Source: an optimization exercise on an open RTL-to-GDS flow (aim: small area). Production flows keep margins and buffers that such runs may drop.
At most, simulation tests tie the RTL to the original design; equivalence was not proved.
The RTL of run 1 was laid out without a check of its function.
Power and IR drop assume default switching activity.

File: design/flow/design.v
module status_splitter (
    input [127:0] info_in_id0,
    input [127:0] info_in_id1,
    input [127:0] info_in_id2,
    input [127:0] info_in_id3,
    input         valid_in_id0,
    input         valid_in_id1,
    input         valid_in_id2,
    input         valid_in_id3,
    output        upstream_busy,
    output [63:0] info_type1_id0,
    output [63:0] info_type1_id1,
    output [63:0] info_type1_id2,
    output [63:0] info_type1_id3,
    output        valid_type1_id0,
    output        valid_type1_id1,
    output        valid_type1_id2,
    output        valid_type1_id3,
    output [63:0] info_type2_id0,
    output [63:0] info_type2_id1,
    output [63:0] info_type2_id2,
    output [63:0] info_type2_id3,
    output        valid_type2_id0,
    output        valid_type2_id1,
    output        valid_type2_id2,
    output        valid_type2_id3,
    input         module2_busy
);
    assign info_type1_id0 = info_in_id0[127:64];
    assign info_type2_id0 = info_in_id0[63:0];
    assign info_type1_id1 = info_in_id1[127:64];
    assign info_type2_id1 = info_in_id1[63:0];
    assign info_type1_id2 = info_in_id2[127:64];
    assign info_type2_id2 = info_in_id2[63:0];
    assign info_type1_id3 = info_in_id3[127:64];
    assign info_type2_id3 = info_in_id3[63:0];
    assign valid_type1_id0 = valid_in_id0;
    assign valid_type1_id1 = valid_in_id1;
    assign valid_type1_id2 = valid_in_id2;
    assign valid_type1_id3 = valid_in_id3;
    assign valid_type2_id0 = valid_in_id0;
    assign valid_type2_id1 = valid_in_id1;
    assign valid_type2_id2 = valid_in_id2;
    assign valid_type2_id3 = valid_in_id3;
    assign upstream_busy = module2_busy;
endmodule
module status_detect_module1 (
    input                  info_valid_id0,
    input                  info_valid_id1,
    input                  info_valid_id2,
    input                  info_valid_id3,
    input [63:0] sub_board_info_type1_id0,
    input [63:0] sub_board_info_type1_id1,
    input [63:0] sub_board_info_type1_id2,
    input [63:0] sub_board_info_type1_id3,
    output reg   [31:0]    out_free_mem_id0,
    output reg   [31:0]    out_pending_tasks_id0,
    output reg             out_info1_valid_id0,
    output reg   [31:0]    out_free_mem_id1,
    output reg   [31:0]    out_pending_tasks_id1,
    output reg             out_info1_valid_id1,
    output reg   [31:0]    out_free_mem_id2,
    output reg   [31:0]    out_pending_tasks_id2,
    output reg             out_info1_valid_id2,
    output reg   [31:0]    out_free_mem_id3,
    output reg   [31:0]    out_pending_tasks_id3,
    output reg             out_info1_valid_id3,
    input                  clk,
    input                  rst_n
);
always @(posedge clk) begin
    {out_free_mem_id0, out_pending_tasks_id0} <= sub_board_info_type1_id0;
    {out_free_mem_id1, out_pending_tasks_id1} <= sub_board_info_type1_id1;
    {out_free_mem_id2, out_pending_tasks_id2} <= sub_board_info_type1_id2;
    {out_free_mem_id3, out_pending_tasks_id3} <= sub_board_info_type1_id3;
end
always @(posedge clk or negedge rst_n) begin
    if (!rst_n) begin
        out_info1_valid_id0 <= 1'b0;
        out_info1_valid_id1 <= 1'b0;
        out_info1_valid_id2 <= 1'b0;
        out_info1_valid_id3 <= 1'b0;
    end else begin
        out_info1_valid_id0 <= info_valid_id0;
        out_info1_valid_id1 <= info_valid_id1;
        out_info1_valid_id2 <= info_valid_id2;
        out_info1_valid_id3 <= info_valid_id3;
    end
end
endmodule
module status_channel #(
    parameter        FIRST      = 1'b0,
    parameter [31:0] DATA_BASE  = 32'hC000_0000,
    parameter [31:0] COUNT_BASE = 32'hC100_0000
) (
    input               clk,
    input               rst_n,
    input               info_valid,
    input      [63:0]   info,
    input               clear_counter,
    input               threshold_sent,
    input               fresh,
    input               wr1_done,
    input               wr2_done,
    output              wr1_start,
    output     [31:0]   wr1_addr,
    output reg [63:0]   wr1_data,
    output              wr2_start,
    output     [31:0]   wr2_addr,
    output     [31:0]   wr2_data,
    output     [8:0]    count,
    output              inc,
    output              busy
);
    reg        s2, s1, x;
    reg [28:0] ptr;
    wire idle   = !s2 && !s1 && !x;
    wire update = s1 && x;
    always @(posedge clk or negedge rst_n) begin
        if (!rst_n) begin
            s2 <= 1'b0; s1 <= 1'b0; x <= 1'b0;
        end else begin
            s1 <= (idle && !clear_counter && info_valid && !threshold_sent) || (s1 && !x);
            x  <= (idle && clear_counter) || (s1 && !x && wr1_done) || update || (s2 && x && !wr2_done);
            s2 <= (idle && clear_counter) || ((s2 || (!s1 && x)) && !wr2_done);
        end
    end
    wire [29:0] carry;
    assign carry[0] = update;
    genvar i;
    generate
        for (i = 0; i < 29; i = i + 1) begin : g_carry
            assign carry[i+1] = carry[i] & ptr[i];
        end
    endgenerate
    always @(posedge clk)
        ptr <= (fresh || (idle && clear_counter)) ? DATA_BASE[31:3] : ptr ^ carry[28:0];
    always @(posedge clk)
        if (!s1) wr1_data <= info;
    assign wr1_start = FIRST ? (s1 && !x) : s1;
    assign wr1_addr  = {ptr, 3'b000};
    assign wr2_start = s2;
    assign wr2_addr  = COUNT_BASE;
    assign wr2_data  = {22'd0, s2 && !x && (ptr[8:0] == 9'd0), ptr[8:0]};
    assign count     = ptr[8:0];
    assign inc       = s1 && !x && wr1_done;
    assign busy      = s2 || s1 || x;
endmodule
module status_detect_module2 (
    input [63:0] sub_board_info_type2_id0,
    input [63:0] sub_board_info_type2_id1,
    input [63:0] sub_board_info_type2_id2,
    input [63:0] sub_board_info_type2_id3,
    input        info_valid_id0,
    input        info_valid_id1,
    input        info_valid_id2,
    input        info_valid_id3,
    input        clear_counter,
    output       busy,
    output       threshold_reached,
    output              ctrl1_wr_start_id0,
    output     [31:0]   ctrl1_wr_addr_id0,
    output     [63:0]   ctrl1_wr_data_id0,
    input               ctrl1_wr_done_id0,
    output              ctrl1_wr_start_id1,
    output     [31:0]   ctrl1_wr_addr_id1,
    output     [63:0]   ctrl1_wr_data_id1,
    input               ctrl1_wr_done_id1,
    output              ctrl1_wr_start_id2,
    output     [31:0]   ctrl1_wr_addr_id2,
    output     [63:0]   ctrl1_wr_data_id2,
    input               ctrl1_wr_done_id2,
    output              ctrl1_wr_start_id3,
    output     [31:0]   ctrl1_wr_addr_id3,
    output     [63:0]   ctrl1_wr_data_id3,
    input               ctrl1_wr_done_id3,
    output              ctrl2_wr_start_id0,
    output     [31:0]   ctrl2_wr_addr_id0,
    output     [31:0]   ctrl2_wr_data_id0,
    input               ctrl2_wr_done_id0,
    output              ctrl2_wr_start_id1,
    output     [31:0]   ctrl2_wr_addr_id1,
    output     [31:0]   ctrl2_wr_data_id1,
    input               ctrl2_wr_done_id1,
    output              ctrl2_wr_start_id2,
    output     [31:0]   ctrl2_wr_addr_id2,
    output     [31:0]   ctrl2_wr_data_id2,
    input               ctrl2_wr_done_id2,
    output              ctrl2_wr_start_id3,
    output     [31:0]   ctrl2_wr_addr_id3,
    output     [31:0]   ctrl2_wr_data_id3,
    input               ctrl2_wr_done_id3,
    input               clk,
    input               rst_n
);
    reg threshold_sent;
    assign threshold_reached = threshold_sent;
    reg fresh;
    wire [8:0] count_id0, count_id1, count_id2, count_id3;
    wire       inc_id0, inc_id1, inc_id2, inc_id3;
    wire       busy_id0, busy_id1, busy_id2, busy_id3;
    status_channel #(.FIRST(1'b1), .DATA_BASE(32'hC000_0000), .COUNT_BASE(32'hC100_0000)) ch0 (
        .clk(clk), .rst_n(rst_n),
        .info_valid(info_valid_id0), .info(sub_board_info_type2_id0),
        .clear_counter(clear_counter), .threshold_sent(threshold_sent), .fresh(fresh),
        .wr1_done(ctrl1_wr_done_id0), .wr2_done(ctrl2_wr_done_id0),
        .wr1_start(ctrl1_wr_start_id0), .wr1_addr(ctrl1_wr_addr_id0), .wr1_data(ctrl1_wr_data_id0),
        .wr2_start(ctrl2_wr_start_id0), .wr2_addr(ctrl2_wr_addr_id0), .wr2_data(ctrl2_wr_data_id0),
        .count(count_id0), .inc(inc_id0), .busy(busy_id0)
    );
    status_channel #(.FIRST(1'b0), .DATA_BASE(32'hC001_0000), .COUNT_BASE(32'hC101_0000)) ch1 (
        .clk(clk), .rst_n(rst_n),
        .info_valid(info_valid_id1), .info(sub_board_info_type2_id1),
        .clear_counter(clear_counter), .threshold_sent(threshold_sent), .fresh(fresh),
        .wr1_done(ctrl1_wr_done_id1), .wr2_done(ctrl2_wr_done_id1),
        .wr1_start(ctrl1_wr_start_id1), .wr1_addr(ctrl1_wr_addr_id1), .wr1_data(ctrl1_wr_data_id1),
        .wr2_start(ctrl2_wr_start_id1), .wr2_addr(ctrl2_wr_addr_id1), .wr2_data(ctrl2_wr_data_id1),
        .count(count_id1), .inc(inc_id1), .busy(busy_id1)
    );
    status_channel #(.FIRST(1'b0), .DATA_BASE(32'hC002_0000), .COUNT_BASE(32'hC102_0000)) ch2 (
        .clk(clk), .rst_n(rst_n),
        .info_valid(info_valid_id2), .info(sub_board_info_type2_id2),
        .clear_counter(clear_counter), .threshold_sent(threshold_sent), .fresh(fresh),
        .wr1_done(ctrl1_wr_done_id2), .wr2_done(ctrl2_wr_done_id2),
        .wr1_start(ctrl1_wr_start_id2), .wr1_addr(ctrl1_wr_addr_id2), .wr1_data(ctrl1_wr_data_id2),
        .wr2_start(ctrl2_wr_start_id2), .wr2_addr(ctrl2_wr_addr_id2), .wr2_data(ctrl2_wr_data_id2),
        .count(count_id2), .inc(inc_id2), .busy(busy_id2)
    );
    status_channel #(.FIRST(1'b0), .DATA_BASE(32'hC003_0000), .COUNT_BASE(32'hC103_0000)) ch3 (
        .clk(clk), .rst_n(rst_n),
        .info_valid(info_valid_id3), .info(sub_board_info_type2_id3),
        .clear_counter(clear_counter), .threshold_sent(threshold_sent), .fresh(fresh),
        .wr1_done(ctrl1_wr_done_id3), .wr2_done(ctrl2_wr_done_id3),
        .wr1_start(ctrl1_wr_start_id3), .wr1_addr(ctrl1_wr_addr_id3), .wr1_data(ctrl1_wr_data_id3),
        .wr2_start(ctrl2_wr_start_id3), .wr2_addr(ctrl2_wr_addr_id3), .wr2_data(ctrl2_wr_data_id3),
        .count(count_id3), .inc(inc_id3), .busy(busy_id3)
    );
    assign busy = busy_id0 || busy_id1 || busy_id2 || busy_id3;
    wire [8:0] pair_a = count_id0[7:0] + count_id1[7:0] + inc_id0;
    wire [8:0] pair_b = count_id2[7:0] + count_id3[7:0] + inc_id1;
    wire [9:0] low_sum = pair_a + pair_b + inc_id2 + inc_id3;
    wire sum_reached = count_id0[8] | count_id1[8] | count_id2[8] | count_id3[8] | low_sum[9] | low_sum[8];
    always @(posedge clk or negedge rst_n) begin
        if (!rst_n)
            fresh <= 1'b1;
        else
            fresh <= 1'b0;
    end
    always @(posedge clk or negedge rst_n) begin
        if (!rst_n)
            threshold_sent <= 1'b0;
        else if (clear_counter || fresh)
            threshold_sent <= 1'b0;
        else if (sum_reached)
            threshold_sent <= 1'b1;
    end
endmodule
module status_top (
    input  [127:0]      info_in_id0,
    input  [127:0]      info_in_id1,
    input  [127:0]      info_in_id2,
    input  [127:0]      info_in_id3,
    input               valid_in_id0,
    input               valid_in_id1,
    input               valid_in_id2,
    input               valid_in_id3,
    input               clear_counter,
    output [31:0]       out_free_mem_id0,
    output [31:0]       out_pending_tasks_id0,
    output              out_info1_valid_id0,
    output [31:0]       out_free_mem_id1,
    output [31:0]       out_pending_tasks_id1,
    output              out_info1_valid_id1,
    output [31:0]       out_free_mem_id2,
    output [31:0]       out_pending_tasks_id2,
    output              out_info1_valid_id2,
    output [31:0]       out_free_mem_id3,
    output [31:0]       out_pending_tasks_id3,
    output              out_info1_valid_id3,
    output              upstream_busy,
    output              threshold_reached,             
    output              ctrl1_wr_start_id0,
    output [31:0]       ctrl1_wr_addr_id0,
    output [63:0]       ctrl1_wr_data_id0,
    input               ctrl1_wr_done_id0,
    output              ctrl1_wr_start_id1,
    output [31:0]       ctrl1_wr_addr_id1,
    output [63:0]       ctrl1_wr_data_id1,
    input               ctrl1_wr_done_id1,
    output              ctrl1_wr_start_id2,
    output [31:0]       ctrl1_wr_addr_id2,
    output [63:0]       ctrl1_wr_data_id2,
    input               ctrl1_wr_done_id2,
    output              ctrl1_wr_start_id3,
    output [31:0]       ctrl1_wr_addr_id3,
    output [63:0]       ctrl1_wr_data_id3,
    input               ctrl1_wr_done_id3,
    output              ctrl2_wr_start_id0,
    output [31:0]       ctrl2_wr_addr_id0,
    output [31:0]       ctrl2_wr_data_id0,
    input               ctrl2_wr_done_id0,
    output              ctrl2_wr_start_id1,
    output [31:0]       ctrl2_wr_addr_id1,
    output [31:0]       ctrl2_wr_data_id1,
    input               ctrl2_wr_done_id1,
    output              ctrl2_wr_start_id2,
    output [31:0]       ctrl2_wr_addr_id2,
    output [31:0]       ctrl2_wr_data_id2,
    input               ctrl2_wr_done_id2,
    output              ctrl2_wr_start_id3,
    output [31:0]       ctrl2_wr_addr_id3,
    output [31:0]       ctrl2_wr_data_id3,
    input               ctrl2_wr_done_id3,
    input               clk,
    input               rst_n
);
    wire [63:0] info_type1_id0;
    wire [63:0] info_type1_id1;
    wire [63:0] info_type1_id2;
    wire [63:0] info_type1_id3;
    wire [63:0] info_type2_id0;
    wire [63:0] info_type2_id1;
    wire [63:0] info_type2_id2;
    wire [63:0] info_type2_id3;
    wire        valid_type1_id0;
    wire        valid_type1_id1;
    wire        valid_type1_id2;
    wire        valid_type1_id3;
    wire        valid_type2_id0;
    wire        valid_type2_id1;
    wire        valid_type2_id2;
    wire        valid_type2_id3;
    wire        module2_busy;
    status_splitter splitter_inst (
        .info_in_id0(info_in_id0),
        .info_in_id1(info_in_id1),
        .info_in_id2(info_in_id2),
        .info_in_id3(info_in_id3),
        .valid_in_id0(valid_in_id0),
        .valid_in_id1(valid_in_id1),
        .valid_in_id2(valid_in_id2),
        .valid_in_id3(valid_in_id3),
        .upstream_busy(upstream_busy),
        .info_type1_id0(info_type1_id0),
        .info_type1_id1(info_type1_id1),
        .info_type1_id2(info_type1_id2),
        .info_type1_id3(info_type1_id3),
        .valid_type1_id0(valid_type1_id0),
        .valid_type1_id1(valid_type1_id1),
        .valid_type1_id2(valid_type1_id2),
        .valid_type1_id3(valid_type1_id3),
        .info_type2_id0(info_type2_id0),
        .info_type2_id1(info_type2_id1),
        .info_type2_id2(info_type2_id2),
        .info_type2_id3(info_type2_id3),
        .valid_type2_id0(valid_type2_id0),
        .valid_type2_id1(valid_type2_id1),
        .valid_type2_id2(valid_type2_id2),
        .valid_type2_id3(valid_type2_id3),
        .module2_busy(module2_busy)
    );
    status_detect_module1 module1_inst (
        .info_valid_id0(valid_type1_id0),
        .info_valid_id1(valid_type1_id1),
        .info_valid_id2(valid_type1_id2),
        .info_valid_id3(valid_type1_id3),
        .sub_board_info_type1_id0(info_type1_id0),
        .sub_board_info_type1_id1(info_type1_id1),
        .sub_board_info_type1_id2(info_type1_id2),
        .sub_board_info_type1_id3(info_type1_id3),
        .out_free_mem_id0(out_free_mem_id0),
        .out_pending_tasks_id0(out_pending_tasks_id0),
        .out_info1_valid_id0(out_info1_valid_id0),
        .out_free_mem_id1(out_free_mem_id1),
        .out_pending_tasks_id1(out_pending_tasks_id1),
        .out_info1_valid_id1(out_info1_valid_id1),
        .out_free_mem_id2(out_free_mem_id2),
        .out_pending_tasks_id2(out_pending_tasks_id2),
        .out_info1_valid_id2(out_info1_valid_id2),
        .out_free_mem_id3(out_free_mem_id3),
        .out_pending_tasks_id3(out_pending_tasks_id3),
        .out_info1_valid_id3(out_info1_valid_id3),
        .clk(clk),
        .rst_n(rst_n)
    );
    status_detect_module2 module2_inst (
        .sub_board_info_type2_id0(info_type2_id0),
        .sub_board_info_type2_id1(info_type2_id1),
        .sub_board_info_type2_id2(info_type2_id2),
        .sub_board_info_type2_id3(info_type2_id3),
        .info_valid_id0(valid_type2_id0),
        .info_valid_id1(valid_type2_id1),
        .info_valid_id2(valid_type2_id2),
        .info_valid_id3(valid_type2_id3),
        .clear_counter(clear_counter),
        .busy(module2_busy),
        .threshold_reached(threshold_reached),
        .ctrl1_wr_start_id0(ctrl1_wr_start_id0), .ctrl1_wr_addr_id0(ctrl1_wr_addr_id0), .ctrl1_wr_data_id0(ctrl1_wr_data_id0), .ctrl1_wr_done_id0(ctrl1_wr_done_id0),
        .ctrl1_wr_start_id1(ctrl1_wr_start_id1), .ctrl1_wr_addr_id1(ctrl1_wr_addr_id1), .ctrl1_wr_data_id1(ctrl1_wr_data_id1), .ctrl1_wr_done_id1(ctrl1_wr_done_id1),
        .ctrl1_wr_start_id2(ctrl1_wr_start_id2), .ctrl1_wr_addr_id2(ctrl1_wr_addr_id2), .ctrl1_wr_data_id2(ctrl1_wr_data_id2), .ctrl1_wr_done_id2(ctrl1_wr_done_id2),
        .ctrl1_wr_start_id3(ctrl1_wr_start_id3), .ctrl1_wr_addr_id3(ctrl1_wr_addr_id3), .ctrl1_wr_data_id3(ctrl1_wr_data_id3), .ctrl1_wr_done_id3(ctrl1_wr_done_id3),
        .ctrl2_wr_start_id0(ctrl2_wr_start_id0), .ctrl2_wr_addr_id0(ctrl2_wr_addr_id0), .ctrl2_wr_data_id0(ctrl2_wr_data_id0), .ctrl2_wr_done_id0(ctrl2_wr_done_id0),
        .ctrl2_wr_start_id1(ctrl2_wr_start_id1), .ctrl2_wr_addr_id1(ctrl2_wr_addr_id1), .ctrl2_wr_data_id1(ctrl2_wr_data_id1), .ctrl2_wr_done_id1(ctrl2_wr_done_id1),
        .ctrl2_wr_start_id2(ctrl2_wr_start_id2), .ctrl2_wr_addr_id2(ctrl2_wr_addr_id2), .ctrl2_wr_data_id2(ctrl2_wr_data_id2), .ctrl2_wr_done_id2(ctrl2_wr_done_id2),
        .ctrl2_wr_start_id3(ctrl2_wr_start_id3), .ctrl2_wr_addr_id3(ctrl2_wr_addr_id3), .ctrl2_wr_data_id3(ctrl2_wr_data_id3), .ctrl2_wr_done_id3(ctrl2_wr_done_id3),
        .clk(clk),
        .rst_n(rst_n)
    );
endmodule
File: design/flow/flow/run.sh
#!/bin/bash
# Standard layout, with smaller port buffers and a leaner clock tree.
export BUFFER_PORTS_ARGS="-buffer_cell sky130_fd_sc_hd__buf_1"
export CTS_ARGS="-sink_clustering_enable -repair_clock_nets -dont_use_dummy_load -root_buf sky130_fd_sc_hd__clkbuf_16 -buf_list sky130_fd_sc_hd__clkbuf_8 -sink_clustering_size 16 -sink_clustering_max_diameter 60"

bash standard.sh > standard.log 2>&1
File: design/flow/standard.sh
#!/bin/bash
# synth_recipe.tcl (not shown) runs the flow's synth.tcl, then flattens the netlist and writes it again
# the make line also repeats each setting of config.mk as NAME=value (left out here)
make -C /OpenROAD-flow-scripts/flow DESIGN_CONFIG=/design/flow/config.mk WORK_HOME=/design/flow/orfs CLKGATE_MAP_FILE= SYNTH_SCRIPT=/design/flow/synth_recipe.tcl "${@:-finish}"
File: design/flow/config.mk
export PLATFORM = sky130hd
export DESIGN_NAME = status_top
export DESIGN_NICKNAME = status_top
export VERILOG_FILES = /design/flow/design.v
export SDC_FILE = /design/flow/constraint.sdc
export NUM_CORES = 4
export LEC_CHECK = 0
export CAP_MARGIN = 20
export CORE_AREA = 4 4 496 496
export DIE_AREA = 0 0 500 500
export SLEW_MARGIN = 20
File: design/flow/constraint.sdc
create_clock -name core_clock -period 5.0 [get_ports {clk}]
set_input_delay 1.0000 -clock core_clock [delete_from_list [all_inputs] [get_ports {clk}]]
set_output_delay 1.0000 -clock core_clock [all_outputs]
set_load 0.01 [all_outputs]
==> results of run 1 <==
## worst max-delay path: cells and delay by family, from the launching register on
kind / cells / cell delay [ps]
adders and majority gates: 28 / 4290
DFF: 1 / 380
and+or+nand+nor: 2 / 230
xor gates and xnor gates: 1 / 130
## cells by family (layout without fill, tap and decap cells)
| kind of cell | count (synthesis) | count (layout) | share of synthesized area (%) |
|---|---|---|---|
| adder cells (fa/ha/maj) | 145 | 145 | 9.293 |
| buffers and inverters | 289 | 1347 | 9.970 |
| AND/OR/NAND/NOR | 176 | 176 | 4.940 |
| flip-flops | 646 | 646 | 74.59 |
| AO/OA/AOI/OAI | 31 | 31 | 0.9580 |
| other | 2 | 286 | 0.03594 |
| XOR/XNOR | 5 | 5 | 0.2096 |
## flip-flops by register name, summed over array words and instances (netlist names), 29 cells and up
signal / count
module2_inst.ch0.wr1_data: 64
module2_inst.ch1.wr1_data: 64
module2_inst.ch2.wr1_data: 64
module2_inst.ch3.wr1_data: 64
module1_inst.out_free_mem_id0: 32
module1_inst.out_free_mem_id1: 32
module1_inst.out_free_mem_id2: 32
module1_inst.out_free_mem_id3: 32
module1_inst.out_pending_tasks_id0: 32
module1_inst.out_pending_tasks_id1: 32
module1_inst.out_pending_tasks_id2: 32
module1_inst.out_pending_tasks_id3: 32
module2_inst.ch0.ptr: 29
module2_inst.ch1.ptr: 29
module2_inst.ch2.ptr: 29
module2_inst.ch3.ptr: 29
## layout make-up
type                    count  share of cell area [%]
inverters                  11                  0.1467
repair buffers           1238                   15.08
well taps                3185                   12.63
clock buffers              98                   4.594
flip-flops and latches    646                   49.39
multi-input cells         586                   17.71
diodes                     57                  0.4519
## metrics by stage
step                util [%]  cells
floorplan                  -   1521
finish                 13.11   5821
CTS                    13.03   5762
detailed placement     12.40   5662
global route           13.07   5779
global placement       12.40   5662
## Yosys cell counts
master     count  share of area, %
buf_4        264               9.5
a21o_2         1             0.042
nand2_1       14              0.25
inv_2          1             0.018
or4_1          2             0.072
edfxtp_1     256                37
dfstp_2        1              0.13
nor2b_1        4              0.12
a21o_1         2             0.072
nand3_1        2             0.048
o21ai_0        5              0.12
fa_1          17               1.6
o21bai_2       1             0.054
nor2_1        13              0.23
a31oi_1        4              0.12
a21oi_1        9              0.22
a211oi_2       1             0.060
nor3_1         6              0.14
buf_6          1             0.054
dfrtp_1       17               2.0
a2111oi_1      1             0.048
conb_1         2             0.036
clkbuf_1      13              0.23
dfxtp_1      372                36
ha_1         128               7.7
nand4_1        1             0.030
and2_1       108               3.2
xnor2_1        4              0.17
nand2b_1       8              0.24
nor4_1        13              0.39
a22oi_1        3              0.11
o22ai_1        4              0.12
inv_1         10              0.18
xor2_1         1             0.042
nand3b_1       5              0.18
## power groups by stage
stage               clock [mW]  combinational, mW  sequential [mW]
floorplan                    0              0.765             7.23
global placement             0               3.07             6.81
detailed placement           0               3.08             6.81
CTS                       4.33               3.11             6.72
global route              4.48               3.12             6.78
finish                    4.01               2.90             6.70
## routing by layer
metal / vias up / part of all wire [%] / GRT usage [%]
met5: - / 0.93 / 0
met4: 258 / 3.5 / 3.954
met3: 509 / 17 / 11.44
met2: 1251 / 49 / 24.12
met1: 7236 / 29 / 11.85
li1: 6531 / - / -
## worst max-delay path by stage
stage,from,to,cells past startpoint,slack [ps]
5_1_grt,module2_inst.ch3.x$_DFF_PN0_,module2_inst.ch3.ptr[28]$_SDFF_PP1_,31,-390
4_1_cts,module2_inst.ch3.s1$_DFF_PN0_,module2_inst.ch3.ptr[28]$_SDFF_PP1_,31,-250
3_5_place_dp,module2_inst.ch3.x$_DFF_PN0_,module2_inst.ch3.ptr[28]$_SDFF_PP1_,31,-250
3_3_place_gp,module2_inst.ch3.s1$_DFF_PN0_,module2_inst.ch3.ptr[28]$_SDFF_PP1_,31,-230
6_report,module2_inst.ch2.x$_DFF_PN0_,module2_inst.ch2.ptr[28]$_SDFF_PP1_,31,-250
2_1_floorplan,module2_inst.ch0.x$_DFF_PN0_,module2_inst.ch0.ptr[28]$_SDFF_PP1_,32,-150
## timing repair
action | in CTS | in global routing
cloned | 0 | 0
setup endpoints to repair | 12 | 14
setup buffers | 2 | 2
gates resized for setup | 8 | 3
pin swaps | 1 | 2
==> metrics.md, run 1 <==
| Metric | Value |
|---|---|
| Status | `failed layout checks` |
| Failing Checks | `setup timing` |
| TritonRoute pass-1 iters | `5` |
| Cells on Worst Hold Path | `1` |
| Startpoint types | `flip-flop` |
| Worst slack, placed | `-250.9 ps` |
| Antenna violations before repair | `309` |
| Die ar. | `250000 um2` |
| Kind of critical path | `reg2reg` |
| Gpl congestion | `0.8225` |
| Library cells used by synthesis | `35` |
| Arr. time, crit path | `5810 ps` |
| Nets | `3253` |
| Logic gate share of total power | `21.3%` |
| Setup Skew | `93.88 ps` |
| Register area | `15590 um2` |
| Most common cell after layout, fill and taps aside | `buf_1` |
| Slew Viols, Final | `0` |
| CTS Sinks | `646` |
| Hold Crit Endpoint | `module1_inst.out_free_mem_id1[11]$_DFF_P_` |
| # IOs | `1437` |
| Net Switching | `4.686 mW` |
| Fmax | `190.7 MHz` |
| Worst Path Required | `5560 ps` |
| Clock root cell | `clkbuf_16` |
| Pwr per Cell Area | `431.3 nW/um2` |
| Yosys warning count | `6` |
| Crit-path max FO | `2` |
| Maximum Capacitance Violations | `0` |
| Via count of the first global-routing pass | `15.49k` |
| Min-delay src | `info_in_id1[107]` |
| Start of the worst register-to-register path | `module2_inst.ch2.x$_DFF_PN0_` |
| Placed cell area | `29860 um2` |
| Largest net degree at the start of global routing | `53` |
| Worst Slack Setup Final | `-245.1 ps` |
| Reg-to-reg critical path endpoint | `module2_inst.ch2.ptr[28]$_SDFF_PP1_` |
| CP dominant cell by count | `ha_4` |
| Final WL | `180.6 mm` |
| Min-delay worst type | `in2reg` |
| Clk pwr share | `29.4%` |
| Most frequent cells in the layout | `buf_1, dfxtp_1, edfxtp_1, conb_1, ha_4` |
| Sequential power share | `49.3%` |
| Relative slew slack | `41.69%` |
| Fin crit share | `104.9%` |
| TritonCTS clock tree | `yes` |
| Htree depth | `3` |
| Cells on worst reg2reg path | `31` |
| Starting Density | `8.679%` |
| Row count | `180` |
| Clock Path Buffers | `3` |
| Non-Filler Cell Area, Final | `31560 um2` |
| WL per Instance | `31.03 um` |
| Cell at the slowest stage of the critical path | `dfrtp_1` |
| Quantity of hold-fixing buffers added after cts | `0` |
| Design Power | `13.61 mW` |
| Multi-input gate area in the final layout | `5589 um2` |
| Starting DRT DRC Count | `835` |
| Unrepaired setup endpoints after global routing | `true` |
| Die width | `500 um` |
| Hold Fails Final Rpt | `0` |
| Worst Setup End Kind | `flip-flop` |
| First-pass GRT wire length | `210.8 mm` |
| DRT antenna net count | `0` |
| Post-DR vias/cell | `2.712` |
| FF+latch count, synth | `646` |
| Core footprint | `240800 um2` |
| DIE HEIGHT | `500 um` |
| Mapped Avg Cell Area | `16.15 um2` |
| Clk latency of the worst-skew pair | `700 ps` |
| IO buf count | `1208` |
| Layout cells sized above 1 | `10.51%` |
| DRC Markers | `0` |
| Worst vdd ir | `0.0002194 V` |
| P_int | `8.927 mW` |
| Worst-margin pin slew | `874.7 ps` |
| Tmin final | `5245 ps` |
| Sequential fraction of the synthesis area | `74.59%` |
| CTS Buf Count | `98` |
| Total gr overflow | `0` |
| # fillers | `27.30k` |
| Total global-route track usage | `13.83%` |
| Hold_ws | `355.0 ps` |
| Post-synthesis cell count | `1294` |
| Area grow syn2layout | `51.06%` |
| Via count | `15.79k` |
| CTS clk-pin slew, worst paths | `90 ps` |
| Detail Placement HPWL | `164.2 mm` |
| Leakage | `10.99 nW` |
| Endpoints failing setup | `12` |
| Reg2reg setup slack | `-250 ps` |
| Total Neg Setup Slack | `-1957 ps` |
| Synthesized cell area | `20900 um2` |
| Max stage delay on crit path | `380 ps` |
| Switching Fraction | `34.42%` |
==> inputs of run 2 (changes only) <==
--- a/design/flow/design.v
+++ b/design/flow/design.v
@@ -126,14 +126,22 @@
         end
     end
-    wire [29:0] carry;
-    assign carry[0] = update;
+    reg         carry_hi;
+    wire [9:0]  carry_lo;
+    wire [20:0] carry_up;
+    assign carry_lo[0] = update;
+    assign carry_up[0] = carry_hi;
     genvar i;
     generate
-        for (i = 0; i < 29; i = i + 1) begin : g_carry
-            assign carry[i+1] = carry[i] & ptr[i];
+        for (i = 0; i < 9; i = i + 1) begin : g_carry_lo
+            assign carry_lo[i+1] = carry_lo[i] & ptr[i];
+        end
+        for (i = 0; i < 20; i = i + 1) begin : g_carry_up
+            assign carry_up[i+1] = carry_up[i] & ptr[i+9];
         end
     endgenerate
-    always @(posedge clk)
-        ptr <= (fresh || (idle && clear_counter)) ? DATA_BASE[31:3] : ptr ^ carry[28:0];
+    always @(posedge clk) begin
+        carry_hi <= carry_lo[9];
+        ptr <= (fresh || (idle && clear_counter)) ? DATA_BASE[31:3] : ptr ^ {carry_up[19:0], carry_lo[8:0]};
+    end
     always @(posedge clk)
         if (!s1) wr1_data <= info;
==> design/flow/flow/run.sh (replaced) <==
#!/bin/bash
# Standard layout, with smaller port buffers, a leaner clock tree and tie
# cells shared between neighbouring constant outputs.
export FLOW_FLOW_DIR=$(pwd)/flow
export BUFFER_PORTS_ARGS="-buffer_cell sky130_fd_sc_hd__buf_1"
export CTS_ARGS="-sink_clustering_enable -repair_clock_nets -dont_use_dummy_load -root_buf sky130_fd_sc_hd__clkbuf_16 -buf_list {sky130_fd_sc_hd__clkbuf_4 sky130_fd_sc_hd__clkbuf_8} -sink_clustering_size 12 -sink_clustering_max_diameter 50"
export POST_GLOBAL_PLACE_TCL=$FLOW_FLOW_DIR/post_gpl.tcl
bash standard.sh > standard.log 2>&1
==> design/flow/flow/merge_ties.tcl (new file) <==
# Share tie cells between constant output ports that lie close together on
# the die's edge: each tie cell then drives a few nearby ports (its HI and
# LO pins both used) instead of one port each.
proc merge_ties { max_span max_ports } {
  set block [ord::get_db_block]
  set ports {}
  foreach inst [$block getInsts] {
    if { [[$inst getMaster] getName] ne "sky130_fd_sc_hd__conb_1" } { continue }
    foreach it [$inst getITerms] {
      set net [$it getNet]
      if { $net eq "NULL" } { continue }
      set mt [$it getMTerm]
      if { [$mt getSigType] ne "SIGNAL" } { continue }
      set pin [$mt getName]
      # only nets that are a tie pin and output ports
      if { [llength [$net getITerms]] != 1 } { continue }
      foreach bt [$net getBTerms] {
        set bb [$bt getBBox]
        set x [expr {([$bb xMin] + [$bb xMax]) / 2}]
        set y [expr {([$bb yMin] + [$bb yMax]) / 2}]
        lappend ports [list $bt $pin $inst $net $x $y]
      }
    }
  }
  set die [$block getDieArea]
  set W [$die xMax]
  set H [$die yMax]
  # position along the perimeter
  set keyed {}
  foreach p $ports {
    lassign $p bt pin inst net x y
    set d [list $x [expr {$H - $y}] [expr {$W - $x}] $y]
    set side [lsearch $d [tcl::mathfunc::min {*}$d]]
    switch $side {
      0 { set t [expr {$y}] }
      1 { set t [expr {$H + $x}] }
      2 { set t [expr {$H + $W + ($H - $y)}] }
      3 { set t [expr {2 * $H + $W + ($W - $x)}] }
    }
    lappend keyed [list $t {*}$p]
  }
  set keyed [lsort -real -index 0 $keyed]
  set span [expr {int($max_span * [$block getDbUnitsPerMicron])}]
  set clusters {}
  set cur {}
  set t0 0
  foreach k $keyed {
    set t [lindex $k 0]
    if { [llength $cur] > 0 && ($t - $t0 > $span || [llength $cur] >= $max_ports) } {
      lappend clusters $cur
      set cur {}
    }
    if { [llength $cur] == 0 } { set t0 $t }
    lappend cur $k
  }
  if { [llength $cur] > 0 } { lappend clusters $cur }
  set removed 0
  foreach c $clusters {
    set keeper [lindex $c 0 3]
    set knet(HI) ""
    set knet(LO) ""
    foreach it [$keeper getITerms] {
      set n [$it getNet]
      if { $n ne "NULL" } { set knet([[$it getMTerm] getName]) $n }
    }
    foreach k $c {
      lassign $k t bt pin inst net x y
      if { $inst eq $keeper } { continue }
      if { $knet($pin) eq "" } {
        # give the keeper's unused pin this member's net
        $bt disconnect
        [$keeper findITerm $pin] connect $net
        $bt connect $net
        [$inst findITerm $pin] disconnect
        set knet($pin) $net
      } else {
        $bt disconnect
        $bt connect $knet($pin)
        [$inst findITerm $pin] disconnect
        if { [llength [$net getITerms]] == 0 && [llength [$net getBTerms]] == 0 } {
          odb::dbNet_destroy $net
        }
      }
      set used 0
      foreach it [$inst getITerms] {
        if { [[$it getMTerm] getSigType] eq "SIGNAL" && [$it getNet] ne "NULL" } { set used 1 }
      }
      if { !$used } {
        odb::dbInst_destroy $inst
        incr removed
      }
    }
  }
  puts "merge_ties: [llength $ports] tie-driven ports in [llength $clusters] groups, removed $removed tie cells"
}
==> design/flow/flow/post_gpl.tcl (new file) <==
source $::env(FLOW_FLOW_DIR)/merge_ties.tcl
merge_ties 40 16
==> run 2 against run 1 <==
- now clean on timing, DRC and antenna
- total power rose by 1.4%
- area after synthesis is 1.3% higher
- synthesized cell count up 3.2%
- critical path type unchanged
- sequential power increased by 0.9%
- critical path depth decreased by 11
- sequential share of layout area rose by 3.3 points
- count of clock-buffer cells in the layout is 22 higher
- die area did not move
- non-clock buffer count down 23
- cell count decreased by 2.6%
==> metrics.md, run 2 <==
| Metric | Value |
|---|---|
| Final WL | `182.3 mm` |
| Detail Placement HPWL | `164.1 mm` |
| Sequential power share | `49.0%` |
| Antenna violations before repair | `308` |
| DRT antenna net count | `0` |
| DRC Markers | `0` |
| Placed Cells | `5477` |
| Post-CTS setup buffer count | `0` |
| Switching Fraction | `33.52%` |
| DIE HEIGHT | `500 um` |
| Most frequent cell after synthesis | `dfxtp_1` |
| Area grow syn2layout | `40.48%` |
| P_int | `9.176 mW` |
| WL per Instance | `32.14 um` |
| Area fraction of the dominant cell type after synthesis | `36.32%` |
| Synth Flop Type | `dfxtp_1` |
| Hold Fails Final Rpt | `0` |
| Fin crit share | `92.14%` |
| Post-DR vias/cell | `2.748` |
| Max stage delay on crit path | `360 ps` |
| Total gr overflow | `0` |
| Mapped Avg Cell Area | `15.85 um2` |
| Die width | `500 um` |
| Clock root cell | `clkbuf_16` |
| Clk latency of the worst-skew pair | `730 ps` |
| Maximum Capacitance Violations | `0` |
| Worst Setup End Kind | `flip-flop` |
| Commonest cells in the netlist | `dfxtp_1, buf_4, edfxtp_1` |
| Cells on worst reg2reg path | `20` |
| Met3 Routed Length | `34.55 mm` |
| Clk pwr share | `32.5%` |
| Fmax | `217.1 MHz` |
| Nets | `3096` |
| Met2 WL | `87.04 mm` |
| Tmin final | `4607 ps` |
| Most common cell after layout, fill and taps aside | `buf_1` |
| Leakage | `10.68 nW` |
| Most frequent cells in the layout | `buf_1, dfxtp_1, edfxtp_1, ha_1, clkbuf_8` |
| # IOs | `1437` |
| Starting Density | `8.790%` |
| Logic gate share of total power | `18.5%` |
| Kind of critical path | `reg2reg` |
| Yosys warning count | `6` |
| Register area | `15670 um2` |
| Crit-path max FO | `2` |
| Arr. time, crit path | `5120 ps` |
| Via count of the first global-routing pass | `15.86k` |
| Post-synth ARST share | `2.769%` |
| CP dominant cell by count | `ha_1` |
| Top routing layer in use | `met5` |
| Relative slew slack | `30.07%` |
| FF+latch count, synth | `650` |
| Htree depth | `3` |
| Min-delay worst type | `in2async` |
| TritonRoute pass-1 iters | `4` |
| CTS Sinks | `650` |
| Synth area leaders | `edfxtp_1, dfxtp_1, buf_4, ha_1, and2_1` |
| EDFF count, synth | `256` |
| CP cell instances | `ha_1, ha_1, ha_1, ha_1, ha_1, ha_1, ha_1, ha_1, ha_1, ha_1, ha_1, ha_1, ha_1, ha_1, ha_1, ha_1, ha_1, ha_1, ha_1, or3_1` |
| Net Switching | `4.626 mW` |
| CTS resizes | `0` |
| # fillers | `27.36k` |
| CTS clk-pin slew, worst paths | `80 ps` |
| Area leader, netlist | `edfxtp_1` |
| IO buf count | `1208` |
| Largest net degree at the start of global routing | `66` |
| Quantity of hold-fixing buffers added after cts | `0` |
| Die ar. | `250000 um2` |
| Row count | `180` |
| First-pass GRT wire length | `213.2 mm` |
| Total Neg Setup Slack | `0 ps` |
| Sequential fraction of the synthesis area | `74.03%` |
| CTS Buf Count | `120` |
| Synthesized cell area | `21160 um2` |
| Slew Viols, Final | `0` |
| Post-synthesis cell count | `1335` |
| Pwr per Cell Area | `464.3 nW/um2` |
| Library cells used by synthesis | `39` |
| Clock Path Buffers | `3` |
| Worst vdd ir | `0.0002198 V` |
| Non-filler instance count after layout | `5671` |
| Hold_ws | `332.9 ps` |
| Metal-1 WL | `51.55 mm` |
| Total global-route track usage | `14.00%` |
| Multi-input gate area in the final layout | `3366 um2` |
| Status | `finished clean` |
| Worst Path Required | `5510 ps` |
| Core footprint | `240800 um2` |
| Via count | `15.58k` |
| Layout cells sized above 1 | `6.012%` |
| Cell at the slowest stage of the critical path | `or3_1` |
| Setup Skew | `93.92 ps` |
| Starting DRT DRC Count | `974` |
| Unrepaired setup endpoints after global routing | `false` |
| Endpoints failing setup | `0` |
| Worst-margin pin slew | `1049 ps` |
| TritonCTS clock tree | `yes` |
| Startpoint types | `flip-flop` |
[run 2: cell types whose count changed after synthesis, moves of 4 or more]
cell / previous run / this run
nor3_1: 6 / 0
nor3_2: 0 / 4
nand2b_1: 8 / 4
inv_1: 10 / 48
clkbuf_1: 13 / 7
buf_2: 0 / 7
dfxtp_1: 372 / 376
or3_1: 0 / 5
[run 2: routing by layer]
| layer | track usage (%) | vias up |
|---|---|---|
| li1 | - | 6432 |
| met1 | 11.62 | 7132 |
| met2 | 23.75 | 1238 |
| met3 | 12.40 | 521 |
| met4 | 5.090 | 260 |
| met5 | 0 | - |
[run 2: layout make-up]
class                      instances  share of cell area [%]
tap                             3185                   13.40
timing repair buffer            1215                   15.43
clock buffer                     120                   5.896
inverter                          48                  0.6271
multi-input combinational        379                   11.32
sequential                       650                   52.70
antenna                           74                  0.6229
[run 2: cell families after synthesis]
family / synth area share (%)
buf+inv: 10.55
xor+xnor: 0.2483
mux: 0.1064
other cells: 0.03549
flops: 74.03
fa+ha+maj: 9.176
compound gates: 0.9813
simple gates: 4.872
[run 2: worst max-delay path, delay by kind of cell (launching register included)]
family | cells | cell delay [ps]
fa+ha+maj | 19 | 3720
simple gates | 1 | 360
flops | 1 | 320
[run 2: worst paths after layout]
kind | startpoint | endpoint | slack [ps]
max | module2_inst.ch3.ptr[9]$_SDFF_PP0_ | module2_inst.ch3.ptr[27]$_SDFF_PP1_ | 390
min | rst_n | module1_inst.out_info1_valid_id1$_DFF_PN0_ | 330
max reg2reg | module2_inst.ch3.ptr[9]$_SDFF_PP0_ | module2_inst.ch3.ptr[27]$_SDFF_PP1_ | 390
min reg2reg | module2_inst.ch3.ptr[28]$_SDFF_PP1_ | module2_inst.ch3.ptr[28]$_SDFF_PP1_ | 510
max in group asynchronous | rst_n | module1_inst.out_info1_valid_id3$_DFF_PN0_ | 4320
min in group core_clock | info_in_id3[127] | module1_inst.out_free_mem_id3[31]$_DFF_P_ | 340
[run 2: through the flow]
stage               util [%]  setup WS, ps  power (mW)  cell area (um2)
floorplan                  -         865.4       7.894            22010
global placement       11.86         568.3       9.607            28550
detailed placement     11.54         437.9       9.631            27790
CTS                    12.27         310.8       14.34            29540
global route           12.29         213.9       14.56            29590
finish                 12.35         393.2       13.80            29730
[run 2: power groups by stage]
| stage | logic (mW) | clock network (mW) | registers, mW |
|---|---|---|---|
| 3_5_place_dp | 2.76 | 0 | 6.87 |
| 4_1_cts | 2.77 | 4.80 | 6.78 |
| 5_1_grt | 2.77 | 4.96 | 6.83 |
| 2_1_floorplan | 0.753 | 0 | 7.14 |
| 3_3_place_gp | 2.75 | 0 | 6.86 |
| 6_report | 2.56 | 4.48 | 6.76 |
==> inputs of run 3 (changes only) <==
==> design/flow/flow/run.sh (replaced) <==
#!/bin/bash
# Standard layout, with smaller port buffers, a leaner clock tree and tie
# cells shared between neighbouring constant outputs.
export FLOW_FLOW_DIR=$(pwd)/flow
export BUFFER_PORTS_ARGS="-buffer_cell sky130_fd_sc_hd__buf_1"
export CTS_ARGS="-sink_clustering_enable -repair_clock_nets -dont_use_dummy_load -root_buf sky130_fd_sc_hd__clkbuf_16 -buf_list sky130_fd_sc_hd__clkbuf_8 -sink_clustering_size 24 -sink_clustering_max_diameter 40"
export POST_GLOBAL_PLACE_TCL=$FLOW_FLOW_DIR/post_gpl.tcl
bash standard.sh > standard.log 2>&1
--- a/design/flow/config.mk
+++ b/design/flow/config.mk
@@ -7,5 +7,5 @@
 export LEC_CHECK = 0
 export CAP_MARGIN = 20
-export CORE_AREA = 4 4 496 496
+export CORE_AREA = 150 150 350 350
 export DIE_AREA = 0 0 500 500
 export SLEW_MARGIN = 20
==> run 3 against run 2 <==
- wire length is 80% higher
- die area unchanged
- hold slack improved by 83 ps
- flip-flop and latch count unchanged
- setup slack better by 320 ps
- utilization increased by 54 points
- critical path type unchanged
- highest routed layer unchanged
==> metrics.md, run 3 <==
| Metric | Value |
|---|---|
| Synth area leaders | `edfxtp_1, dfxtp_1, buf_4, ha_1, and2_1` |
| Setup Skew | `36.69 ps` |
| Leakage | `10.32 nW` |
| Total gr overflow | `0` |
| TritonCTS clock tree | `yes` |
| Synthesized cell area | `21160 um2` |
| Fin crit share | `85.68%` |
| First-pass GRT wire length | `359.4 mm` |
| DRT antenna net count | `0` |
| DIE HEIGHT | `500 um` |
| IO buf count | `1208` |
| Die ar. | `250000 um2` |
| Clock root cell | `clkbuf_16` |
| Min-delay worst type | `in2async` |
| CP cell instances | `ha_1, ha_1, ha_1, ha_1, ha_1, ha_1, ha_1, ha_1, ha_1, ha_1, ha_1, ha_1, ha_1, ha_1, ha_1, ha_1, ha_1, ha_1, ha_1, or3_1` |
| CP bufs+invs | `0` |
| Endpoints failing setup | `0` |
| Unrepaired setup endpoints after global routing | `false` |
| Met2 GRT Util | `38.72%` |
| Cell at the slowest stage of the critical path | `dfxtp_1` |
| Met3 usage | `27.09%` |
| Area grow syn2layout | `22.31%` |
| Htree depth | `3` |
| Worst Path Required | `5420 ps` |
| FF+latch count, synth | `650` |
| Most frequent cell after synthesis | `dfxtp_1` |
| Commonest cells in the netlist | `dfxtp_1, buf_4, edfxtp_1` |
| Via count | `17.58k` |
| EDFF count, synth | `256` |
| Crit-path max FO | `2` |
| # IOs | `1437` |
| Die width | `500 um` |
| Nets | `3050` |
| Tmin final | `4284 ps` |
| Busiest layer in global routing | `met2` |
| Worst Slack Setup Final | `715.8 ps` |
| CTS resizes | `0` |
| Pwr per Cell Area | `509.5 nW/um2` |
| Starting Density | `54.25%` |
| Clk latency of the worst-skew pair | `560 ps` |
| Post-synthesis cell count | `1335` |
| Kind of critical path | `reg2reg` |
| Worst Setup End Kind | `flip-flop` |
| Worst setup path startpoint | `module2_inst.ch2.ptr[9]$_SDFF_PP0_` |
| Library cells used by synthesis | `39` |
| Detail Placement HPWL | `313.4 mm` |
| Reg2reg setup slack | `720 ps` |
| Design Power | `13.19 mW` |
| Via count of the first global-routing pass | `14.88k` |
| Total Neg Setup Slack | `0 ps` |
| Status | `finished clean` |
| Cell family with the largest share of critical-path delay | `adder cells` |
| Maximum Capacitance Violations | `0` |
| Most frequent cells in the layout | `buf_1, dfxtp_1, edfxtp_1, ha_1, and2_1` |
| Worst-margin pin slew | `981.2 ps` |
| Final WL | `327.3 mm` |
| Clock Path Buffers | `3` |
| CTS clk-pin slew, worst paths | `90 ps` |
| Relative slew slack | `34.85%` |
| Start of the worst register-to-register path | `module2_inst.ch2.ptr[9]$_SDFF_PP0_` |
| WL per Instance | `107.9 um` |
| Startpoint types | `flip-flop` |
| Row count | `72` |
| Arr. time, crit path | `4700 ps` |
| Yosys warning count | `6` |
| Post-CTS setup buffer count | `0` |
| Worst vdd ir | `0.0003073 V` |
| Post-DR vias/cell | `5.795` |
| TritonRoute pass-1 iters | `7` |
| Total global-route track usage | `21.78%` |
| Antenna violations before repair | `498` |
| Met1 Use GR | `12.97%` |
| Stages on worst setup path | `20` |
| CTS Sinks | `650` |
| Layout cells sized above 1 | `3.934%` |
| Mapped Avg Cell Area | `15.85 um2` |
| DRC Markers | `0` |
| Quantity of hold-fixing buffers added after cts | `0` |
| Core footprint | `39010 um2` |
| CP dominant cell by count | `ha_1` |
| Hold_ws | `415.9 ps` |
| # fillers | `3194` |
| Reg-to-reg critical path endpoint | `module2_inst.ch2.ptr[27]$_SDFF_PP1_` |
| Post-synth ARST share | `2.769%` |
| Sequential fraction of the synthesis area | `74.03%` |
| Synth Flop Type | `dfxtp_1` |
| Starting DRT DRC Count | `2029` |
| Largest net degree at the start of global routing | `66` |
| Slew Viols, Final | `0` |
| Area fraction of the dominant cell type after synthesis | `36.32%` |
| Most common cell after layout, fill and taps aside | `buf_1` |
| Fmax | `233.4 MHz` |
| Max stage delay on crit path | `330 ps` |
| Hold Fails Final Rpt | `0` |
| CP endpoint | `module2_inst.ch2.ptr[27]$_SDFF_PP1_` |
| Worst slack, placed | `705.9 ps` |
| CTS Buf Count | `70` |
| Area leader, netlist | `edfxtp_1` |
| Cells on worst reg2reg path | `20` |
==> run 3: worst reg2reg max path, delay by kind of cell, from the launching register on <==
| kind | cells | cell delay [ps] |
|---|---|---|
| DFF | 1 | 330 |
| and+or+nand+nor | 1 | 330 |
| adders and majority gates | 19 | 3500 |
==> run 3: cell type report <==
cell class	instances	area, um2	share of cell area [%]
Sequential cell	650	15670	60.52
Timing Repair Buffer	1213	4573	17.67
Multi-Input combinational cell	383	3372	13.03
Clock buffer	70	1065	4.113
Tap cell	518	648.1	2.504
Antenna cell	152	380.4	1.469
Inverter	48	180.2	0.6961
==> run 3: metrics by stage <==
step	cell area (um2)	cells	utilization, %
after detailed placement	24430	2812	62.63
after global routing	25750	2981	66.02
after floorplan	22010	1562	-
after CTS	25500	2882	65.36
after global placement	25190	3013	64.57
final	25880	3034	66.36
==> run 3: logic make-up after synthesis <==
| logic type | synth area share (%) |
|---|---|
| buf+inv | 10.55 |
| other cells | 0.03549 |
| simple gates | 4.872 |
| compound gates | 0.9813 |
| mux | 0.1064 |
| xor+xnor | 0.2483 |
| flops | 74.03 |
| fa+ha+maj | 9.176 |
==> run 3: where the power goes <==
part	switching, mW	internal (mW)	leakage [nW]
combinational	2.90	0.487	3.80
sequential	0.290	6.42	5.97
clock	1.67	1.41	0.550
==> run 3: layer usage <==
layer  share of wire [%]  vias to the layer above
met2                  51                     1966
met4                 3.2                      452
met1                  21                     7783
met3                  24                      958
li1                    -                     6423
met5                0.91                        -
==> run 3: how the worst min path moves through the flow <==
stage                                                    from                                    endpoint  slack [ps]  depth (start not counted)
after floorplan                  module2_inst.ch1.x$_DFF_PN0_               module2_inst.ch1.s1$_DFF_PN0_         510                          1
after global placement    module2_inst.ch0.ptr[28]$_SDFF_PP1_         module2_inst.ch0.ptr[28]$_SDFF_PP1_         490                          2
after detailed placement  module2_inst.ch1.ptr[28]$_SDFF_PP1_         module2_inst.ch1.ptr[28]$_SDFF_PP1_         490                          2
after CTS                                               rst_n  module1_inst.out_info1_valid_id3$_DFF_PN0_         400                          1
after global routing                                    rst_n  module1_inst.out_info1_valid_id3$_DFF_PN0_         420                          1
final                                                   rst_n  module1_inst.out_info1_valid_id3$_DFF_PN0_         420                          1
==> inputs of run 4 (changes only) <==
==> design/flow/flow/run.sh (replaced) <==
#!/bin/bash
# Standard layout, with smaller port buffers, a leaner clock tree and tie
# cells shared between neighbouring constant outputs.
export FLOW_FLOW_DIR=$(pwd)/flow
export BUFFER_PORTS_ARGS="-buffer_cell sky130_fd_sc_hd__buf_1"
export CTS_ARGS="-sink_clustering_enable -repair_clock_nets -dont_use_dummy_load -root_buf sky130_fd_sc_hd__clkbuf_16 -buf_list sky130_fd_sc_hd__clkbuf_8 -sink_clustering_size 16 -sink_clustering_max_diameter 60"
export POST_GLOBAL_PLACE_TCL=$FLOW_FLOW_DIR/post_gpl.tcl
bash standard.sh > standard.log 2>&1
--- a/design/flow/config.mk
+++ b/design/flow/config.mk
@@ -7,5 +7,5 @@
 export LEC_CHECK = 0
 export CAP_MARGIN = 20
-export CORE_AREA = 150 150 350 350
+export CORE_AREA = 4 4 496 496
 export DIE_AREA = 0 0 500 500
 export SLEW_MARGIN = 20
==> run 4 against run 3 <==
- critical path depth unchanged
- utilization decreased by 54 points
- total power grew 2.3%
- die area stayed put
- combinational power down 25%
- wire length shrank 44%
- clock power rose by 36%
- synthesized cell count did not move
- count of clock-buffer cells in the layout rose by 35
- global-route usage decreased by 7.8 points
- maximum frequency shrank 6.5%
- still clean
- non-clock buffer count grew 2
==> metrics.md, run 4 <==
| Metric | Value |
|---|---|
| Status | `finished clean` |
| Startpoint types | `flip-flop` |
| CP dominant cell by count | `ha_1` |
| First-pass GRT wire length | `213.3 mm` |
| # fillers | `27.41k` |
| Clock root cell | `clkbuf_16` |
| Post-synthesis adder-cell area fraction | `9.176%` |
| Antenna violations before repair | `310` |
| Area leader, netlist | `edfxtp_1` |
| FF+latch count, synth | `650` |
| Tmin final | `4583 ps` |
| Nets | `3081` |
| Area fraction of the dominant cell type after synthesis | `36.32%` |
| Cell family with the largest share of critical-path delay | `adder cells` |
| Synth Flop Type | `dfxtp_1` |
| Design Power | `13.49 mW` |
| Unrepaired setup endpoints after global routing | `false` |
| Total gr overflow | `0` |
| CP bufs+invs | `0` |
| Synth Area in Compound Gates | `0.9814%` |
| TritonRoute pass-1 iters | `5` |
| Worst-margin pin slew | `1059 ps` |
| Die ar. | `250000 um2` |
| Non-Filler Cell Area, Final | `29510 um2` |
| Max stage delay on crit path | `360 ps` |
| Detail Placement HPWL | `164.1 mm` |
| Layout cells sized above 1 | `5.423%` |
| Post-synth ARST share | `2.769%` |
| Clk pwr share | `31.1%` |
| Switching Fraction | `33.84%` |
| Pwr per Cell Area | `457.1 nW/um2` |
| TritonCTS clock tree | `yes` |
| Non-filler instance count after layout | `5651` |
| Quantity of hold-fixing buffers added after cts | `0` |
| Synth area leaders | `edfxtp_1, dfxtp_1, buf_4, ha_1, and2_1` |
| Worst Setup End Kind | `flip-flop` |
| P_int | `8.924 mW` |
| Relative slew slack | `29.38%` |
| Crit-path max FO | `2` |
| CTS clk-pin slew, worst paths | `90 ps` |
| # IOs | `1437` |
| Total global-route track usage | `14.01%` |
| Leakage | `10.57 nW` |
| Sequential power share | `50.1%` |
| IO buf count | `1208` |
| Htree depth | `3` |
| Library cells used by synthesis | `39` |
| Hold Fails Final Rpt | `0` |
| CTS Buf Count | `105` |
| Commonest cells in the netlist | `dfxtp_1, buf_4, edfxtp_1` |
| Die width | `500 um` |
| Worst Path Required | `5490 ps` |
| DRC Markers | `0` |
| Via count of the first global-routing pass | `15.70k` |
| Slew Viols, Final | `0` |
| Most common cell after layout, fill and taps aside | `buf_1` |
| Area grow syn2layout | `39.44%` |
| Fmax | `218.2 MHz` |
| CP cell instances | `ha_1, ha_1, ha_1, ha_1, ha_1, ha_1, ha_1, ha_1, ha_1, ha_1, ha_1, ha_1, ha_1, ha_1, ha_1, ha_1, ha_1, ha_1, ha_1, or3_1` |
| Most frequent cells in the layout | `buf_1, dfxtp_1, edfxtp_1, ha_1, and2_1` |
| Arr. time, crit path | `5070 ps` |
| Endpoints failing setup | `0` |
| Kind of critical path | `reg2reg` |
| Placed cell area | `27790 um2` |
| Logic gate share of total power | `18.9%` |
| Clock Path Buffers | `3` |
| Maximum Capacitance Violations | `0` |
| DRT antenna net count | `0` |
| WL per Instance | `32.28 um` |
| Final WL | `182.4 mm` |
| Most frequent cell after synthesis | `dfxtp_1` |
| DIE HEIGHT | `500 um` |
| Yosys warning count | `6` |
| Starting DRT DRC Count | `924` |
| Post-DR vias/cell | `2.734` |
| EDFF count, synth | `256` |
| CTS Sinks | `650` |
| Sequential fraction of the synthesis area | `74.03%` |
| Post-CTS setup buffer count | `0` |
| Clk latency of the worst-skew pair | `710 ps` |
| Min-delay worst type | `in2async` |
| Worst vdd ir | `0.0002198 V` |
| XOR/XNOR share of the synthesized area | `0.2483%` |
| Synthesized-area fraction occupied by and/or/nand/nor cells | `4.872%` |
| Row count | `180` |
| Cell at the slowest stage of the critical path | `or3_1` |
| CTS resizes | `0` |
| Total Neg Setup Slack | `0 ps` |
| Starting Density | `8.790%` |
| Net Switching | `4.564 mW` |
| Largest family of logic cells by synthesized area | `buffers and inverters` |
| Synthesized cell area | `21160 um2` |
| Placed Cells | `5477` |
| Setup Skew | `98.44 ps` |
| Mux cell area share after synthesis | `0.1064%` |
| Largest net degree at the start of global routing | `66` |
| Post-synthesis cell count | `1335` |
| Core footprint | `240800 um2` |
| Mapped Avg Cell Area | `15.85 um2` |
| Via count | `15.45k` |
| Fin crit share | `91.65%` |
## run 4: cell types whose count changed in the layout (fill, tap and decap cells not counted), moves of 2 or more
cell / change
diode_2: -83
clkbuf_8: +35
conb_1: -4
inv_2: -4
clkinv_2: +3
buf_4: +2
## run 4: cell families (layout without fill, tap and decap cells)
family	count (synthesis)	count (layout)
multiplexers	2	2
AO/OA/AOI/OAI	30	30
adder cells (fa/ha/maj)	145	145
AND/OR/NAND/NOR	172	172
flip-flops	650	650
buffers and inverters	328	1368
XOR/XNOR	6	6
other	2	93
## run 4: final timing paths
path                                                      from                                    endpoint  slack (ps)  cells past startpoint
setup / recovery            module2_inst.ch3.ptr[9]$_SDFF_PP0_         module2_inst.ch3.ptr[27]$_SDFF_PP1_         420                     20
hold / removal                                           rst_n               module2_inst.ch3.s2$_DFF_PN0_         330                      2
setup reg to reg            module2_inst.ch3.ptr[9]$_SDFF_PP0_         module2_inst.ch3.ptr[27]$_SDFF_PP1_         420                     20
hold reg to reg            module2_inst.ch3.ptr[28]$_SDFF_PP1_         module2_inst.ch3.ptr[28]$_SDFF_PP1_         510                      2
max in group asynchronous                                rst_n  module1_inst.out_info1_valid_id3$_DFF_PN0_        4280                      2
min in group core_clock                       info_in_id3[127]   module1_inst.out_free_mem_id3[31]$_DFF_P_         350                      1
## run 4: power by group through the flow
stage,Sequential [mW],Combinational [mW],Clock (mW)
3_5_place_dp,6.87,2.76,0
6_report,6.76,2.54,4.19
5_1_grt,6.82,2.76,4.66
2_1_floorplan,7.14,0.753,0
4_1_cts,6.77,2.77,4.51
3_3_place_gp,6.86,2.75,0
## run 4: stage by stage
stage	worst slack, ps	hold slack [ps]	utilization, %
2_1_floorplan	865.4	508.8	-
6_report	417.5	333.2	12.26
5_1_grt	259.2	272.3	12.20
4_1_cts	344.5	245.2	12.18
3_5_place_dp	437.9	483.8	11.54
3_3_place_gp	568.3	472.5	11.86
## run 4: area by class of cell
class | instances | area (um2) | share of cell area, %
flip-flops and latches | 650 | 15670 | 53.09
repair buffers | 1215 | 4587 | 15.54
well taps | 3185 | 3985 | 13.50
multi-input cells | 379 | 3366 | 11.41
clock buffers | 105 | 1546 | 5.241
inverters | 48 | 186.4 | 0.6318
diodes | 69 | 172.7 | 0.5851
## run 4: worst reg2reg max path: cells and delay by family, from the launching register on
family	cells	cell delay, ps
flip-flops	1	310
adder cells (fa/ha/maj)	19	3730
AND/OR/NAND/NOR	1	360
## run 4: routing by layer
layer / track usage, % / part of all wire [%] / vias to the layer above
met2: 23.89 / 48 / 1192
met4: 4.799 / 3.9 / 252
met5: 0 / 0.95 / -
li1: - / - / 6399
met3: 12.31 / 18 / 496
met1: 11.68 / 29 / 7112
==> inputs of run 5 (changes only) <==
--- a/design/flow/design.v
+++ b/design/flow/design.v
@@ -126,9 +126,9 @@
         end
     end
-    reg         carry_hi;
+    wire        count_zero = (ptr[8:0] == 9'd0);
     wire [9:0]  carry_lo;
     wire [20:0] carry_up;
     assign carry_lo[0] = update;
-    assign carry_up[0] = carry_hi;
+    assign carry_up[0] = !s2 && !s1 && x && count_zero;
     genvar i;
     generate
@@ -140,8 +140,6 @@
         end
     endgenerate
-    always @(posedge clk) begin
-        carry_hi <= carry_lo[9];
+    always @(posedge clk)
         ptr <= (fresh || (idle && clear_counter)) ? DATA_BASE[31:3] : ptr ^ {carry_up[19:0], carry_lo[8:0]};
-    end
     always @(posedge clk)
         if (!s1) wr1_data <= info;
@@ -150,5 +148,5 @@
     assign wr2_start = s2;
     assign wr2_addr  = COUNT_BASE;
-    assign wr2_data  = {22'd0, s2 && !x && (ptr[8:0] == 9'd0), ptr[8:0]};
+    assign wr2_data  = {22'd0, s2 && !x && count_zero, ptr[8:0]};
     assign count     = ptr[8:0];
     assign inc       = s1 && !x && wr1_done;
==> design/flow/flow/post_gpl.tcl (replaced) <==
source $::env(FLOW_FLOW_DIR)/merge_ties.tcl
merge_ties 20 4
--- a/design/flow/config.mk
+++ b/design/flow/config.mk
@@ -7,5 +7,5 @@
 export LEC_CHECK = 0
 export CAP_MARGIN = 20
-export CORE_AREA = 4 4 496 496
+export CORE_AREA = 150 150 350 350
 export DIE_AREA = 0 0 500 500
 export SLEW_MARGIN = 20
==> run 5 against run 4 <==
- maximum frequency is 1.2% lower
- critical path type unchanged
- critical endpoint is now module2_inst.ch1.ptr[27]$_SDFF_PP1_
- synthesized cell count is 2.1% lower
- area after synthesis is 1.1% lower
==> metrics.md, run 5 <==
| Metric | Value |
|---|---|
| Mapped Avg Cell Area | `16.02 um2` |
| Unrepaired setup endpoints after global routing | `false` |
| Sequential fraction of the synthesis area | `74.45%` |
| Placed Cells | `2861` |
| Crit-path max FO | `6` |
| Row count | `72` |
| Most frequent cell after synthesis | `dfxtp_1` |
| Status | `finished clean` |
| Fin crit share | `92.77%` |
| Most frequent cells in the layout | `buf_1, dfxtp_1, edfxtp_1, ha_1, and2_1` |
| # IOs | `1437` |
| Post-synth ARST share | `2.786%` |
| Post-CTS setup buffer count | `0` |
| Htree depth | `2` |
| Slew Viols, Final | `0` |
| Leakage | `10.36 nW` |
| Die ar. | `250000 um2` |
| Yosys warning count | `6` |
| Min-delay worst type | `in2async` |
| FF+latch count, synth | `646` |
| TritonRoute pass-1 iters | `5` |
| Library cells used by synthesis | `42` |
| DRT antenna net count | `0` |
| Fmax | `215.6 MHz` |
| Nets | `3075` |
| IO buf count | `1208` |
| Core footprint | `39010 um2` |
| Total gr overflow | `0` |
| Via count of the first global-routing pass | `15.30k` |
| Starting Density | `53.67%` |
| CTS clk-pin slew, worst paths | `100 ps` |
| Synth area leaders | `edfxtp_1, dfxtp_1, buf_4, ha_1, and2_1` |
| Most common cell after layout, fill and taps aside | `buf_1` |
| Metal-1 WL | `76.47 mm` |
| CTS Sinks | `646` |
| WL per Instance | `112.7 um` |
| Total Neg Setup Slack | `0 ps` |
| Setup Skew | `45.54 ps` |
| Tmin final | `4638 ps` |
| Worst vdd ir | `0.0003255 V` |
| DRC Markers | `0` |
| Commonest cells in the netlist | `dfxtp_1, buf_4, edfxtp_1` |
| Hold Fails Final Rpt | `0` |
| Starting DRT DRC Count | `2381` |
| Clk latency of the worst-skew pair | `570 ps` |
| Worst-margin pin slew | `1012 ps` |
| Top routing layer in use | `met5` |
| Startpoint types | `flip-flop` |
| Cells on worst reg2reg path | `23` |
| First-pass GRT wire length | `376.7 mm` |
| Kind of critical path | `reg2reg` |
| Antenna violations before repair | `491` |
| Via count | `17.90k` |
| Non-filler instance count after layout | `3051` |
| Post-DR vias/cell | `5.867` |
| Layout cells sized above 1 | `4.142%` |
| Worst Setup End Kind | `flip-flop` |
| Area fraction of the dominant cell type after synthesis | `36.72%` |
| DIE HEIGHT | `500 um` |
| Post-synthesis cell count | `1307` |
| Arr. time, crit path | `5070 ps` |
| EDFF count, synth | `256` |
| CTS Buf Count | `47` |
| Area leader, netlist | `edfxtp_1` |
| Quantity of hold-fixing buffers added after cts | `0` |
| CTS resizes | `0` |
| Met2 WL | `169.8 mm` |
| Die width | `500 um` |
| Clock root cell | `clkbuf_16` |
| Synthesized cell area | `20930 um2` |
| TritonCTS clock tree | `yes` |
| Total global-route track usage | `22.85%` |
| Clock Path Buffers | `3` |
| Area grow syn2layout | `22.72%` |
| Met3 Routed Length | `83.29 mm` |
| Final WL | `343.8 mm` |
| Relative slew slack | `32.78%` |
| Largest net degree at the start of global routing | `66` |
| Worst Path Required | `5440 ps` |
| Synth Flop Type | `dfxtp_1` |
| Endpoints failing setup | `0` |
| Pwr per Cell Area | `511.1 nW/um2` |
| Maximum Capacitance Violations | `0` |
| Detail Placement HPWL | `329.4 mm` |
run 5: stage by stage:
| stage | area (um2) | power (mW) | util (%) | setup WS, ps | hold WS, ps |
|---|---|---|---|---|---|
| after floorplan | 21790 | 8.056 | - | 531.3 | 489.4 |
| after global placement | 25240 | 10.93 | 64.70 | 503.3 | 473.6 |
| after detailed placement | 24630 | 10.96 | 63.14 | 392.4 | 486.3 |
| after CTS | 25330 | 13.41 | 64.94 | 359.8 | 403.4 |
| after global routing | 25560 | 13.73 | 65.54 | 72.77 | 426.2 |
| final | 25690 | 13.13 | 65.86 | 361.7 | 410.9 |
run 5: critical path, cell delays in order, from the launching register on:
cell     delay (ps)
dfrtp_1         460
nor2_1          100
nand2_1          80
nor2_1           50
ha_1            190
ha_1            180
ha_1            180
ha_1            180
ha_1            180
ha_1            180
ha_1            180
ha_1            180
ha_1            180
ha_1            180
ha_1            180
ha_1            180
ha_1            180
ha_1            170
ha_1            180
ha_1            180
ha_1            180
ha_1            180
ha_1            270
or3_1           340
run 5: cell families (layout without fill, tap and decap cells):
logic type	Yosys count	after routing	share of synthesized area (%)
AO/OA/AOI/OAI	27	27	0.7710
AND/OR/NAND/NOR	189	189	5.272
XOR/XNOR	9	9	0.3766
flip-flops	646	646	74.45
buffers and inverters	293	1311	10.05
other	2	210	0.03587
adder cells (fa/ha/maj)	141	141	9.037
run 5: cell type report:
cell class,count,area (um2)
multi-input combinational,433,3491
tap,518,648.1
fill,3201,13320
timing repair buffer,1250,4851
antenna,143,357.8
sequential,646,15590
clock buffer,47,703.2
inverter,14,52.55
run 5: worst paths after layout:
path	to	slack (ps)	from
worst max-delay path	module2_inst.ch1.ptr[27]$_SDFF_PP1_	360	module2_inst.ch1.s2$_DFF_PN0_
worst min-delay path	module2_inst.ch2.x$_DFF_PN0_	410	rst_n
worst max register to register	module2_inst.ch1.ptr[27]$_SDFF_PP1_	360	module2_inst.ch1.s2$_DFF_PN0_
worst min register to register	module2_inst.ch0.ptr[28]$_SDFF_PP1_	500	module2_inst.ch0.ptr[28]$_SDFF_PP1_
max in group asynchronous	module2_inst.threshold_sent$_DFFE_PN0P_	4170	rst_n
min in group core_clock	module2_inst.ch0.ptr[28]$_SDFF_PP1_	500	module2_inst.ch0.ptr[28]$_SDFF_PP1_
run 5: per-layer routing:
layer  global-route usage [%]  vias up
li1                         -     6423
met1                    14.37     7957
met2                    39.59     2096
met3                    28.40      971
met4                    6.529      452
met5                        0        -
run 5: power by group:
group	switching (mW)	total, mW	internal, mW
logic	3.31	3.86	0.551
registers	0.272	6.74	6.47
clock network	1.58	2.53	0.942
total	5.17	13.1	7.96

==> re-timing with driven ports <==
The results above use ideal ports. As a check the final layouts listed here were re-extracted and re-timed, cells and wires unchanged. Step 1 (the two cells are an assumption about what drives the block):
set clk [get_ports {clk}]
set_driving_cell -lib_cell sky130_fd_sc_hd__clkbuf_16 $clk
set_driving_cell -lib_cell sky130_fd_sc_hd__buf_2 [delete_from_list [all_inputs] $clk]
Step 2 times the ports against the registers' clock, not the clock port: input delays grow and output delays shrink by t, the midpoint of the rising clock arrivals with the driver on. Slacks: no drivers / after step 1 / after step 2; pairs: no drivers / after step 1.
| run | t (ns) | setup WS [ns] | worst setup path after step 2 | clock arrival spread, ns |
|---|---|---|---|---|
| run 1 | 0.746 | -0.245 / -0.245 / -0.245 | register to register | 0.118 / 0.119 |
| run 2 | 0.760 | 0.393 / 0.393 / 0.393 | register to register | 0.142 / 0.142 |
| run 3 | 0.619 | 0.716 / 0.716 / 0.716 | register to register | 0.067 / 0.067 |
| run 4 | 0.761 | 0.417 / 0.417 / 0.417 | register to register | 0.122 / 0.122 |
| run 5 | 0.627 | 0.362 / 0.362 / 0.362 | register to register | 0.047 / 0.047 |
